Source: an optimization exercise on an open RTL-to-GDS flow (aim: small area and a short achievable clock period). Production flows keep margins and buffers that such runs may drop.
The RTL was checked by simulation tests, not by an equivalence proof against the original design.
Power is estimated from default activity; no workload was simulated. The flow treats the clock pin as an ideal source, which a real chip does not have.

==> flow/design.v (outline; a module is shown in full before it is edited, if it fits) <==
// module counter: 45 lines
// module coeff_rom: 525 lines
// module coeffs: 52 lines
// module delay_pipeline: 18 lines
// module compute: 232 lines
// module csa_fa: 9 lines
// module csa_ha: 8 lines
// module fir_filter: 68 lines
module fir_filter (
    input clk,
    input rst,
    input clk_enable,
    input [2:0] filter_sel,
    input  signed [15:0] filter_in,
    output signed [15:0] filter_out
);
  // ...
==> flow/flow/run.sh <==
#!/bin/bash
# Own layout flow: the standard layout (standard.sh: ORFS synthesis and
# place-and-route with the standard flow's config and constraints), with these changes:
#  - synthesis: synth_recipe.tcl with Yosys's quick ABC pass inside 'synth'
#    skipped (-noabc), so the adders reach extract_fa as written; registers and
#    their names are the same as the standard synthesis's,
#  - ABC maps the logic with flow/abc.script in place of ORFS's script,
#  - the port buffers that ORFS inserts are sky130_fd_sc_hd__buf_4,
#  - clock tree synthesis: clusters of up to 30 sinks within 90 um, clkbuf_16
#    buffers, no dummy loads,
#  - timing repair (ORFS's repair_timing after CTS and global routing) aims for
#    a setup slack of 9.5 ns against the design's 13.5 ns clock (the SDC is
#    unchanged), so it also mends paths slower than 4 ns.
# ORFS's scripts are copied into this folder and only the ABC scripts replaced.
# Every tool's output is in orfs/logs/ (one log per step) and flow_make.log.
set -euo pipefail
W="$(pwd)"
rm -rf "$W/scripts_own"
cp -r "$FLOW_HOME/scripts" "$W/scripts_own"
cp "$W/flow/abc.script" "$W/scripts_own/abc_area.script"
cp "$W/flow/abc.script" "$W/scripts_own/abc_speed.script"
sed 's/yosys synth -nofsm -noshare {\*}\$args/yosys synth -nofsm -noshare -noabc {*}$args/' \
  "$W/synth_recipe.tcl" > "$W/own_synth.tcl"
grep -q -- '-noabc' "$W/own_synth.tcl"
sed "s#synth_recipe\.tcl#own_synth.tcl#g" "$W/standard.sh" > "$W/own_standard.sh"
grep -q own_synth.tcl "$W/own_standard.sh"
export SCRIPTS_DIR="$W/scripts_own"
export SETUP_SLACK_MARGIN=9.5
export BUFFER_PORTS_ARGS="-buffer_cell sky130_fd_sc_hd__buf_4"
export CTS_ARGS="-sink_clustering_enable -repair_clock_nets -dont_use_dummy_load -sink_clustering_size 30 -sink_clustering_max_diameter 90 -buf_list sky130_fd_sc_hd__clkbuf_16"
bash "$W/own_standard.sh" > "$W/flow_make.log" 2>&1
==> flow/flow/abc.script <==
strash
dc2
dch -f
map
topo
stime -c
buffer -c
upsize -c
dnsize -c
==> flow/standard.sh <==
#!/bin/bash
# synth_recipe.tcl (not shown) runs the flow's synth.tcl, then flattens the netlist and writes it again
# the make line also repeats each setting of config.mk as NAME=value (left out here)
make -C /OpenROAD-flow-scripts/flow DESIGN_CONFIG=/design/flow/config.mk WORK_HOME=/design/flow/orfs CLKGATE_MAP_FILE= SYNTH_SCRIPT=/design/flow/synth_recipe.tcl "${@:-finish}"
==> flow/config.mk <==
export PLATFORM = sky130hd
export DESIGN_NAME = fir_filter
export DESIGN_NICKNAME = fir_filter
export VERILOG_FILES = /design/flow/design.v
export SDC_FILE = /design/flow/constraint.sdc
export NUM_CORES = 4
export LEC_CHECK = 0
export ABC_AREA = 1
export CAP_MARGIN = 20
export CORE_MARGIN = 2
export CORE_UTILIZATION = 64
export SLEW_MARGIN = 20
export SYNTH_MEMORY_MAX_BITS = 65536
==> flow/constraint.sdc <==
create_clock -name core_clock -period 13.5 [get_ports {clk}]
set_input_delay 2.7000 -clock core_clock [delete_from_list [all_inputs] [get_ports {clk}]]
set_output_delay 2.7000 -clock core_clock [all_outputs]
set_load 0.01 [all_outputs]
==> impl_results.md, run 1 <==
- Outcome: complete, no violations
- Regs by FF count: u_delay_pipeline.ring (1024), u_compute.acc_c (34), u_compute.acc_s (34)
- Most frequent cell after synthesis: dfxtp_1
- Setup CP Type: flop to output port
- Most used routing layer: met2
- Cell Count Post-Placement: 3,704
- Peak VDD IR: roughly 0.20 mV
- Seq cells: 1,217
- CP Data Required Time: around 11 ns
- Vias/cell: approximately 5.7
- Post-CTS resize count: 0
- Clock latency on the worst-skew pair: between 0.6 and 0.7 ns
- Min-Delay Startpoint: u_delay_pipeline.ring[29][9]
- Largest register FFs: 1,024
- Final core occ: 0.690
- Post-Synth XOR/XNOR Area: 0.0353
- Total iterations of the first detailed-routing run: 6
- Rel. slew slack: 0.267
- Slew @ Worst Pin: between 1 and 1.5 ns
- Simple-Gate Fraction of Synth Area: 0.0636
- Congestion Overflow GR: 0
- Internal Power: 0.00651 W
- Met2 WL: approximately 43 mm
- Sequential share of cell area: 0.639
- Layout area overhead: 6.61%
- Fraction of the mapped netlist area in adder cells: 0.0974
- # rows: 87
- Worst R2R End: u_compute.result[4]
- Post-Syn Instances: roughly 3,000
- Final Hold Fails: 0
- Slowest CP cell: dfrtp_1
- Sequential power: 0.00454 W
- Clk pwr share: 0.159
- Max cap viols: 0
- Tap Cells: 756
- TritonCTS buffer count: approximately 50
==> run 2: changes to the inputs <==
--- a/flow/flow/run.sh
+++ b/flow/flow/run.sh
@@ -27,5 +27,5 @@
 export SCRIPTS_DIR="$W/scripts_own"
 export SETUP_SLACK_MARGIN=9.5
 export BUFFER_PORTS_ARGS="-buffer_cell sky130_fd_sc_hd__buf_4"
-export CTS_ARGS="-sink_clustering_enable -repair_clock_nets -dont_use_dummy_load -sink_clustering_size 30 -sink_clustering_max_diameter 90 -buf_list sky130_fd_sc_hd__clkbuf_16"
+export CTS_ARGS="-sink_clustering_enable -repair_clock_nets -dont_use_dummy_load -sink_clustering_size 34 -sink_clustering_max_diameter 90 -buf_list sky130_fd_sc_hd__clkbuf_16"
 bash "$W/own_standard.sh" > "$W/flow_make.log" 2>&1
--- a/flow/config.mk
+++ b/flow/config.mk
@@ -8,6 +8,6 @@
 export ABC_AREA = 1
 export CAP_MARGIN = 20
 export CORE_MARGIN = 2
-export CORE_UTILIZATION = 64
+export CORE_UTILIZATION = 60
 export SLEW_MARGIN = 20
 export SYNTH_MEMORY_MAX_BITS = 65536
==> impl_results.md, run 2 <==
- Number of H-tree levels: 2 (unchanged)
- Post-synthesis cell type count: 61 (unchanged)
- Setup crit start kind: flop (unchanged)
- CTS clk-pin slew, worst paths: 0.11 ns (about the same)
- DR DRC count: 0 (unchanged)
- Most frequent cells in the layout: dfxtp_1 (1,139), nor2_1 (282), inv_1 (256), nand2_1 (167), fa_1 (132) (unchanged)
- Number of cells on the worst hold path: 0 (unchanged)
- Layout area overhead: 6.36% (was 6.61%)
- Register area: 24,900 sq um (unchanged)
- Crit end category: output port (unchanged)
- Syn Nets: 3,201 (unchanged)
- Simple-Gate Fraction of Synth Area: 0.0636 (unchanged)
- Final Hold Fails: 0 (unchanged)
- Most area-hungry cell type in the Yosys netlist: dfxtp_1 (unchanged)
- Vias in the first global route: 21,300 (was 22,500)
- Clock latency on the worst-skew pair: 0.64 ns (about the same)
- Post-route ant nets: 0 (unchanged)
- Final GP Congestion: 1.03 (was 1.02)
- Largest register FFs: 1,024 (unchanged)
- Ports: 38 (unchanged)
- CTS tree: done (unchanged)
- Initial DRC Count: 1,677 (was 1,865)
- Met3 WL: 4.80 mm (was 6.63 mm)
- R2r startpoint: u_delay_pipeline.ring[61][15] (was u_compute.acc_c[1])
- Post-synthesis mux area share: 0.00494 (unchanged)
- Largest net degree at the start of global routing: 69 (unchanged)
- Yosys reg bits: 1,217 (unchanged)
- Fraction of the mapped netlist area in adder cells: 0.0974 (unchanged)
- Synth Flop Type: dfxtp_1 (unchanged)
- Total wire length: 81.4 mm (was 89.8 mm)
- Rel. slew slack: 0.258 (was 0.267)
- Synthesis warning total: 6 (unchanged)
- Peak VDD IR: 0.157 mV (was 0.204 mV)
- Regs by FF count: u_delay_pipeline.ring (1024), u_compute.acc_c (34), u_compute.acc_s (34) (unchanged)
- DRT met1 WL: 35.6 mm (was 35.8 mm)
- Drt wl/cell: 21.6 um (was 23.9 um)
- Top cells by count, synth: dfxtp_1 (1,142), nor2_1 (284), inv_1 (257) (unchanged)
- Met2 WL: 38.0 mm (was 42.7 mm)
- Post-Syn Instances: 2,974 (unchanged)
- Top delay family on crit path: flip-flops (unchanged)
- Slowest CP cell: dfrtp_1 (unchanged)
- Worst Setup Slack, final: 9.63 ns (was 9.59 ns)
- Top reg by flops: u_delay_pipeline.ring (unchanged)
- Fillers: 4,359 (was 3,797)
- Die ar.: 62,800 sq um (was 58,900 sq um)
- Register-to-register setup slack: 9.86 ns (was 9.70 ns)
- Congestion Overflow GR: 0 (unchanged)
- # clock sinks: 1,217 (unchanged)
- Synth Area in Compound Gates: 0.0803 (unchanged)
- Final core occ: 0.644 (was 0.690)
- Final Power: 0.0104 W (was 0.0107 W)
- RSZ-0062 raised after global routing: no (unchanged)
- # rows: 90 (was 87)
- Core ar.: 60,200 sq um (was 56,400 sq um)
- Vias/cell: 5.43 (was 5.69)
- Final setup fails: 0 (unchanged)
- PD cells: 267 nW/um^2 (was 275 nW/um^2)
- Final period util: 0.286 (was 0.290)
- Clock Skew: 0.129 ns (was 0.120 ns)
- Via count: 20,500 (was 21,400)
- Post-Synth XOR/XNOR Area: 0.0353 (unchanged)
- Clock root cell: clkbuf_16 (unchanged)
- Crit path buffers/inverters: 1 (unchanged)
- Max Clock Freq: 259 MHz (was 255 MHz)
- CTS Buffer Depth: 3 (unchanged)
- Die W: 251 um (was 243 um)
- Commonest non-fill, non-tap cell in the layout: dfxtp_1 (unchanged)
- Pre-CTS WS: 9.30 ns (was 9.21 ns)
- Min-Delay Startpoint: u_delay_pipeline.ring[5][0] (was u_delay_pipeline.ring[29][9])
- Worst Hold End: u_delay_pipeline.ring[4][0] (was u_delay_pipeline.ring[28][9])
- Syn Area/Cell: 12.3 sq um (unchanged)
- TritonCTS buffer count: 46 (was 51)
- Initial antenna violation count: 4 (was 6)
- Worst R2R End: u_compute.acc_s[20] (was u_compute.result[4])
- CP Data Required Time: 10.80 ns (about the same)
- Total iterations of the first detailed-routing run: 6 (unchanged)
- Ranking of synthesized cells by area: dfxtp_1 (63%), fa_1 (7.2%), dfrtp_1 (3.1%), xor2_1 (2.9%), nor2_1 (2.9%) (unchanged)
- Worst Hold Class: flop to flop (unchanged)
- I/O Buffers: 37 (unchanged)
- Crit-path max FO: 2 (unchanged)
- Cells on worst reg2reg path: 7 (was 20)
- Starting density of the core: 0.606 (was 0.647)
- Worst path arrival time: 1.17 ns (was 1.21 ns)
- Most frequent cell after synthesis: dfxtp_1 (unchanged)
- Yosys top cell area share: 0.626 (unchanged)
- Max cap viols: 0 (unchanged)
- Top sig layer: met5 (unchanged)
- Number of synthesized flops with an enable pin: 22 (unchanged)
- Nets@finish: 3,224 (was 3,229)
- Sequential fraction of the synthesis area: 0.681 (unchanged)
- Ys async rst share: 0.0435 (unchanged)
- Static Leak: 16.6 nW (about the same)
- Mapped Area: 36,500 sq um (unchanged)
- Global-route wire length before repair: 126 mm (was 136 mm)
- Final hold slack: 0.286 ns (was 0.285 ns)
- Area occupied by multi-input gates: 10,300 sq um (about the same)
- Share of cells above drive strength 1: 0.0611 (was 0.0627)
- CP max stage delay: 0.42 ns (about the same)
- Critical-path cell list: buf_4 (unchanged)
- TNS Setup: 0 ns (unchanged)
- Main combinational cell family by area after synthesis: adder cells (unchanged)
- Die Height: 251 um (was 243 um)
- Post-DP HPWL: 55.1 mm (was 59.6 mm)
- Outcome: complete, no violations (unchanged)
- Slew @ Worst Pin: 1.11 ns (was 1.10 ns)
- Tmin final: 3.87 ns (was 3.91 ns)
- Gr usage total: 0.263 (was 0.306)
- Setup CP Type: flop to output port (unchanged)
- Slew Limit Fails: 0 (unchanged)
[run 2: what timing repair did]
action	in CTS	in global routing
endpoints found under the setup margin	0	8
hold buffers	0	0
setup buffers	0	1
gates resized for setup	0	0
[run 2: power breakdown]
part	switching, W	internal (W)	total, W	leakage, nW
Combinational	0.00268	0.00159	0.00427	5.89
Clock	0.000973	0.000616	0.00159	0.567
Sequential	0.000326	0.00417	0.00450	10.1
Total	0.00398	0.00638	0.0104	16.6
[run 2: layout make-up]
cell class              count  share of cell area
flip-flops and latches   1217               0.641
inverters                 263              0.0255
multi-input cells        1399               0.265
repair buffers             70              0.0139
well taps                 782              0.0252
diodes                      1           0.0000645
clock buffers              46              0.0297
[run 2: routing by layer]
metal  vias up  GRT usage
li1       9622          -
met2       736      0.428
met5         -          0
met1      9994      0.362
met4         2     0.0972
met3       162     0.0346
[run 2: cell families after synthesis]
logic type | after synthesis
mux | 16
flops | 1217
compound gates | 466
fa+ha+maj | 205
simple gates | 565
buf+inv | 358
xor+xnor | 147
[run 2: worst max-delay path by stage]
stage	start	to	slack (ns)	depth (start not counted)
3_3_place_gp	clk_enable	u_counter.upper	9.37	5
3_5_place_dp	clk_enable	u_counter.upper	9.30	5
4_1_cts	u_compute.filter_out[6]	filter_out[6]	9.61	1
5_1_grt	u_compute.acc_c[1]	u_compute.result[11]	9.58	20
6_report	u_compute.filter_out[6]	filter_out[6]	9.63	1
2_1_floorplan	rst	u_compute.filter_out[0]	9.53	1
[run 2: per-stage QoR]
stage / instance area (sq um) / std cells
after floorplan: 36500 / 2974
after global placement: 37600 / 3730
after detailed placement: 37600 / 3730
after CTS: 38800 / 3776
after global routing: 38800 / 3777
final: 38800 / 3778

re-timing with driven ports:
How much do the figures lean on ideal ports? The routed layouts below were timed once more, with nothing changed but the port constraints. Step 1: set_driving_cell puts a clkbuf_16 on clk and a buf_2 on each other input, an assumption about the parent block. Step 2 also shifts input and output timing later by t, the mid clock arrival at the registers, as if the neighbouring blocks saw the same clock. Three values: ideal, step 1, step 2; two values: the first two.
run | t, ns | slack for setup (ns) | latest minus earliest clock arrival (ns) | cell pins on the clock port's net
run 1 | 0.640 | 9.586 / 9.522 / 9.095 | 0.121 / 0.121 | 1
run 2 | 0.636 | 9.633 / 9.570 / 9.236 | 0.137 / 0.137 | 1
After both steps setup and hold are still met in every run listed. For run 1, which loses most, drivers alone change the setup slack by -0.064 ns; drivers and shift together by -0.491 ns.
